From an optimization exercise on the open Yosys and OpenROAD flow, aimed at small area; shortcuts taken in it are not production practice.
Only simulation tests tie the RTL to the original design; equivalence was not proved.
Power is estimated from default activity; no workload was simulated.

==> inputs of 09-09 <==
Design TLP_Completer, start of the top module:
module TLP_Completer (
	clk,
	reset,
	in_data,
	in_ready,
	buffer_ready0,
	buffer_ready1,
	buffer_ready2,
	buffer_ready3,
	out_data0,
	out_data1,
	out_data2,
	out_data3
);
	input		clk,
			reset,
			buffer_ready0,
			buffer_ready1,
			buffer_ready2,
			buffer_ready3;
	input [34:0]	in_data;		 
	output		in_ready;		 
	output [34:0]	out_data0,		 
			out_data1,
			out_data2,
			out_data3;
	wire [31:0]	payload;
	wire [3:0]	completion_status;
	wire		ready_subunit;
	wire		payload_nz;
	HardwareSubunit #(
		25
	) HardwareSubunit1 (
		.clk(clk),
		.reset(reset),
		.in_data(in_data),
		.next_ready(ready_subunit),
		.out_data(payload),
		.completion_status(completion_status),
		.out_nz(payload_nz)
	);
	OLR OLR1 (
		.clk(clk),
		.reset(reset),
		.header_in(in_data),
		.payload_in(payload),
		.payload_nz(payload_nz),
		.completion_status(completion_status),
		.buffer_ready0(buffer_ready0),
		.buffer_ready1(buffer_ready1),
		.buffer_ready2(buffer_ready2),
		.buffer_ready3(buffer_ready3),
		.data_out0(out_data0),
		.data_out1(out_data1),
		.data_out2(out_data2),
		.data_out3(out_data3),
		.ready_buffer(in_ready),
		.ready_subunit(ready_subunit)
	);
endmodule
==> module HardwareSubunit, before the edit <==
module HardwareSubunit #(
	parameter DELAY = 25
) (
	clk,
	reset,
	in_data,
	next_ready,
	out_data,
	completion_status,
	out_nz
);
	input	[34:0]	in_data;
	input		clk, reset, next_ready;
	output	[31:0]	out_data;
	output	[3:0]	completion_status;
	output		out_nz;
	localparam [1:0] C_MR = 2'd0, C_MW = 2'd1, C_CFG = 2'd2, C_OTHER = 2'd3;
	reg		cs, ov, ohv, hiv, size;
	reg [15:0]	hi, lw;
	reg [15:0]	old_lo;			 
	reg [9:0]	pl;
	reg [1:0]	cls;			 
	reg [4:0]	dc;			 
	reg [1:0]	tc;
	assign out_data = ov ? ~{ohv ? hi : 16'h0000, lw} : 32'h0;
	assign completion_status = {cs, 3'b000};
	assign out_nz = ov;			 
	wire [31:0]	d = in_data[31:0];
	wire		dnz = |d;
	wire		chg = {lw, old_lo} != d;
	wire [4:0]	typ = d[28:24];
	wire [2:0]	fmt = d[31:29];
	reg		cs_v, ov_v, ohv_v, hiv_v, size_v;
	reg [15:0]	hi_v;
	reg		lo_wr, emit, hold;
	reg [9:0]	pl_v;
	reg [1:0]	cls_v, tc_v;
	reg [4:0]	dc_v;
	always @(posedge clk) begin
		cs_v = cs; ov_v = ov; ohv_v = ohv; hiv_v = hiv; size_v = size;
		hi_v = hi; lo_wr = 1'b0; emit = 1'b0; pl_v = pl; cls_v = cls; tc_v = tc; dc_v = dc;
		if (reset) begin
			cs_v = 1'b0; ov_v = 1'b0; hiv_v = 1'b0; size_v = 1'b0;
			pl_v = 10'd0; cls_v = C_MR; tc_v = 2'd0; dc_v = 5'd0;
		end else begin
			if (dnz && pl_v == 10'd0 && tc_v == 2'd0 && dc_v == 5'd0) begin
				if (typ == 5'b00000) begin
					cls_v = (fmt[2:1] == 2'b00) ? C_MR : ((fmt[2:1] == 2'b01) ? C_MW : C_OTHER);
					if (fmt[2] == 1'b0) begin
						tc_v = fmt[0] ? 2'd3 : 2'd2;
						size_v = fmt[0];
					end
					pl_v = d[9:0];
				end else if (typ == 5'b00010) begin
					cls_v = C_MW;
					size_v = 1'b0;
					tc_v = 2'd2;
					pl_v = 10'd0;
				end else if (typ == 5'b00100 || typ == 5'b00101) begin
					cls_v = C_CFG;
					size_v = 1'b0;
					tc_v = 2'd2;
					pl_v = 10'd0;
				end else begin
					cls_v = C_OTHER;
				end
			end else if (chg && dnz && tc_v != 2'd0) begin
				tc_v = tc_v - 1'b1;
				if (cls_v != C_CFG) begin
					if (size_v && tc_v == 2'd1) begin
						hi_v = d[15:0];
						hiv_v = 1'b1;
					end
					if (tc_v == 2'd0) begin
						lo_wr = 1'b1;
						dc_v = DELAY;
					end
				end else begin
					dc_v = DELAY;
				end
			end else if (tc_v == 2'd0 && (pl_v != 10'd0 || dc_v != 5'd0)) begin
				if (cls_v == C_MR) begin
					if (dc_v != 5'd0) begin
						dc_v = dc_v - 1'b1;
					end else if (pl_v != 10'd0 && next_ready && !ov) begin
						ov_v = ~&{hiv_v ? hi_v : 16'h0000, lw};
						ohv_v = hiv_v;
						emit = 1'b1;
						pl_v = pl_v - 1'b1;
						cs_v = 1'b1;
					end
					if (pl_v == 10'd0) begin
						hiv_v = 1'b0;
						cls_v = C_MR;
						tc_v = 2'd0;
						size_v = 1'b0;
					end
				end else if (cls_v != C_OTHER) begin
					if (chg && dnz && dc_v == DELAY && pl_v != 10'd0) begin
						pl_v = pl_v - 1'b1;
					end else if (pl_v == 10'd0) begin
						dc_v = dc_v - 1'b1;
					end
					if (next_ready && dc_v == 5'd0) begin
						ov_v = 1'b0;
						cs_v = 1'b1;
						hiv_v = 1'b0;
						cls_v = C_MR;
						tc_v = 2'd0;
						size_v = 1'b0;
					end
				end
			end
			if (!next_ready) begin
				ov_v = 1'b0;
				cs_v = 1'b0;
			end
		end
		hold = !reset && !lo_wr && (emit || (tc_v == 2'd0 && cls_v == C_MR && (pl_v != 10'd0 || dc_v != 5'd0)));
		if (!hold)
			lw <= d[31:16];
		old_lo <= d[15:0];
		cs <= cs_v; ov <= ov_v; ohv <= ohv_v; hiv <= hiv_v; size <= size_v;
		hi <= hi_v; pl <= pl_v; cls <= cls_v; tc <= tc_v; dc <= dc_v;
	end
endmodule
Settings: LEC_CHECK=0, ABC_AREA=1, CAP_MARGIN=20, CORE_MARGIN=2, CORE_UTILIZATION=60, SLEW_MARGIN=20; clock period 10.0 ns.
standard.sh (not shown) runs the stock make flow with config.mk's settings and CLKGATE_MAP_FILE= SYNTH_SCRIPT=/design/flow/synth_recipe.tcl, a recipe that flattens the netlist after the stock synthesis.
==> flow/flow/run.sh <==
#!/bin/bash
# The standard layout with three changes. After the standard synthesis, its
# combinational logic is re-mapped for area by Yosys and ABC (the registers
# keep their names and cells); the port buffers are single strength; and the
# clock tree has no dummy loads. Each tool writes its output to a log here.
set -euo pipefail
export BUFFER_PORTS_ARGS="-buffer_cell sky130_fd_sc_hd__buf_1"
export CTS_ARGS="-sink_clustering_enable -repair_clock_nets -dont_use_dummy_load -buf_list sky130_fd_sc_hd__clkbuf_4 -sink_clustering_size 8 -sink_clustering_max_diameter 50"
bash standard.sh synth > standard_synth.log 2>&1
RES=$PWD/orfs/results/sky130hd/TLP_Completer/base
mkdir -p resyn
python3 flow/filter_lib.py "$FLOW_HOME/platforms/sky130hd/config.mk" \
	"$FLOW_HOME/platforms/sky130hd/lib/sky130_fd_sc_hd__tt_025C_1v80.lib" resyn/cells.lib > filter_lib.log 2>&1
python3 flow/split_lib.py resyn/cells.lib resyn/comb.lib resyn/seq.lib > split_lib.log 2>&1
# the cells ABC maps to: o22ai is left out, as ABC then maps the lane registers'
# hold logic to a22o instead of o22ai with an inverter on the register output
python3 flow/mklib.py resyn/comb.lib resyn/map.lib 'sky130_fd_sc_hd__o22ai_' > mklib.log 2>&1
cp "$RES/1_2_yosys.v" resyn/standard.v
sed "s/@T@/${RESYN_SECONDS:-60}/" flow/abc.script > resyn/abc.script
sed -e "s|@SEQLIB@|resyn/seq.lib|g" -e "s|@COMBLIB@|resyn/comb.lib|g" -e "s|@MAPLIB@|resyn/map.lib|g" -e "s|@IN@|resyn/standard.v|" \
	-e "s|@OUT@|resyn/remapped.v|" -e "s|@STAT0@|resyn/stat0.txt|" -e "s|@SCRIPT@|resyn/abc.script|" \
	flow/resyn.ys.in > resyn/resyn.ys
YOSYS=$(command -v yosys || echo "$FLOW_HOME/../tools/install/yosys/bin/yosys")
"$YOSYS" -l resyn.log -s resyn/resyn.ys > /dev/null 2>&1
cp resyn/remapped.v "$RES/1_2_yosys.v"
rm -f resyn/cells.lib resyn/comb.lib resyn/seq.lib resyn/map.lib
bash standard.sh finish > standard_finish.log 2>&1
Other scripts of this flow, unchanged in this note and not shown: flow/flow/abc.script, flow/flow/filter_lib.py, flow/flow/mklib.py, flow/flow/resyn.ys.in, flow/flow/split_lib.py
==> 10-04: changes against 09-09 <==
--- a/flow/design.v
+++ b/flow/design.v
@@ -20,4 +20,4 @@
 	reg		cs, ov, ohv, hiv, size;
-	reg [15:0]	hi, lw;
-	reg [15:0]	old_lo;			 
+	reg [15:0]	hi, lo;			 
+	reg [31:0]	old_data;
 	reg [9:0]	pl;
@@ -26,3 +26,3 @@
 	reg [1:0]	tc;
-	assign out_data = ov ? ~{ohv ? hi : 16'h0000, lw} : 32'h0;
+	assign out_data = ov ? ~{ohv ? hi : 16'h0000, lo} : 32'h0;
 	assign completion_status = {cs, 3'b000};
@@ -31,3 +31,3 @@
 	wire		dnz = |d;
-	wire		chg = {lw, old_lo} != d;
+	wire		chg = old_data != d;
 	wire [4:0]	typ = d[28:24];
@@ -35,4 +35,3 @@
 	reg		cs_v, ov_v, ohv_v, hiv_v, size_v;
-	reg [15:0]	hi_v;
-	reg		lo_wr, emit, hold;
+	reg [15:0]	hi_v, lo_v;
 	reg [9:0]	pl_v;
@@ -42,3 +41,3 @@
 		cs_v = cs; ov_v = ov; ohv_v = ohv; hiv_v = hiv; size_v = size;
-		hi_v = hi; lo_wr = 1'b0; emit = 1'b0; pl_v = pl; cls_v = cls; tc_v = tc; dc_v = dc;
+		hi_v = hi; lo_v = lo; pl_v = pl; cls_v = cls; tc_v = tc; dc_v = dc;
 		if (reset) begin
@@ -76,3 +75,3 @@
 					if (tc_v == 2'd0) begin
-						lo_wr = 1'b1;
+						lo_v = d[31:16];
 						dc_v = DELAY;
@@ -87,5 +86,4 @@
 					end else if (pl_v != 10'd0 && next_ready && !ov) begin
-						ov_v = ~&{hiv_v ? hi_v : 16'h0000, lw};
+						ov_v = ~&{hiv_v ? hi_v : 16'h0000, lo_v};
 						ohv_v = hiv_v;
-						emit = 1'b1;
 						pl_v = pl_v - 1'b1;
@@ -120,8 +118,5 @@
 		end
-		hold = !reset && !lo_wr && (emit || (tc_v == 2'd0 && cls_v == C_MR && (pl_v != 10'd0 || dc_v != 5'd0)));
-		if (!hold)
-			lw <= d[31:16];
-		old_lo <= d[15:0];
+		old_data <= d;
 		cs <= cs_v; ov <= ov_v; ohv <= ohv_v; hiv <= hiv_v; size <= size_v;
-		hi <= hi_v; pl <= pl_v; cls <= cls_v; tc <= tc_v; dc <= dc_v;
+		hi <= hi_v; lo <= lo_v; pl <= pl_v; cls <= cls_v; tc <= tc_v; dc <= dc_v;
 	end
==> 04-27: changes against 09-09 <==
--- a/flow/config.mk
+++ b/flow/config.mk
@@ -10,3 +10,3 @@
 export CORE_MARGIN = 2
-export CORE_UTILIZATION = 60
+export CORE_UTILIZATION = 70
 export SLEW_MARGIN = 20
==> run summary <==
	10-04	04-27	09-09
LEAKAGE	7.29 nW	7.23 nW	7.25 nW
Area of the die	33,800 um^2	28,700 um^2	33,300 um^2
Cell area after synthesis	19,400 um^2	19,100 um^2	19,100 um^2
Final period utilization	84.0%	73.8%	72.6%
Wire length on met1	22,300 um	20,200 um	21,900 um
Proportion of cell area spent on the clock network	2.70%	2.68%	2.70%
Gate power share	9.8%	9.2%	9.1%
Via count normalized by instance count	6.18	6.62	6.22
PD cells	181 nW/um^2	177 nW/um^2	177 nW/um^2
Average cell area after synthesis	11.9 um^2	11.9 um^2	11.9 um^2
Pint	2.86 mW	2.77 mW	2.77 mW
End point of the most critical hold path	OLR1.sorter.c_tag[5]	OLR1.sorter.q_data[4]	OLR1.egress.la[0]
Dpl cell area	20,800 um^2	20,500 um^2	20,600 um^2
Clock tree sinks	531	515	515
Number of flip-flops and latches	531	515	515
Power drawn by the clock network	1.02 mW	0.986 mW	1.01 mW
Result of the run	timing/DRC/antenna clean	timing/DRC/antenna clean	timing/DRC/antenna clean
Slew at the pin closest to its max-slew limit	1100 ps	1080 ps	1070 ps
WP data arrival	9010 ps	7790 ps	7690 ps
Highest fanout seen on the critical path	12	26	10
Number of multi-input combinational cells	966	942	942
Final non-filler cell total	2,306	2,218	2,284

re-timing with driven ports:
No port has a modelled driver above. Below, the same layouts with a new extraction and two added sets of constraints. Step 1, drivers: a clkbuf_16 drives clk and a buf_2 each remaining input, both assumed. Step 2 times the ports against the registers' clock, not the clock port: input delays grow and output delays shrink by t, the midpoint of the rising clock arrivals with the driver on. Three values: no drivers, after step 1, after step 2; two values: the first two.
run	t (ns)	setup slack, ns	worst setup path after step 2	slew at the worst register clock pin (ns)
09-09	0.723	2.737 / 2.759 / 2.036	input to register	0.10 / 0.10
10-04	0.731	1.601 / 1.629 / 0.898	input to register	0.10 / 0.10
04-27	0.731	2.619 / 2.645 / 1.915	input to register	0.10 / 0.10
After both steps setup and hold are still met in every run listed. For 04-27, which loses most, drivers alone change the setup slack by +0.026 ns; drivers and shift together by -0.704 ns.
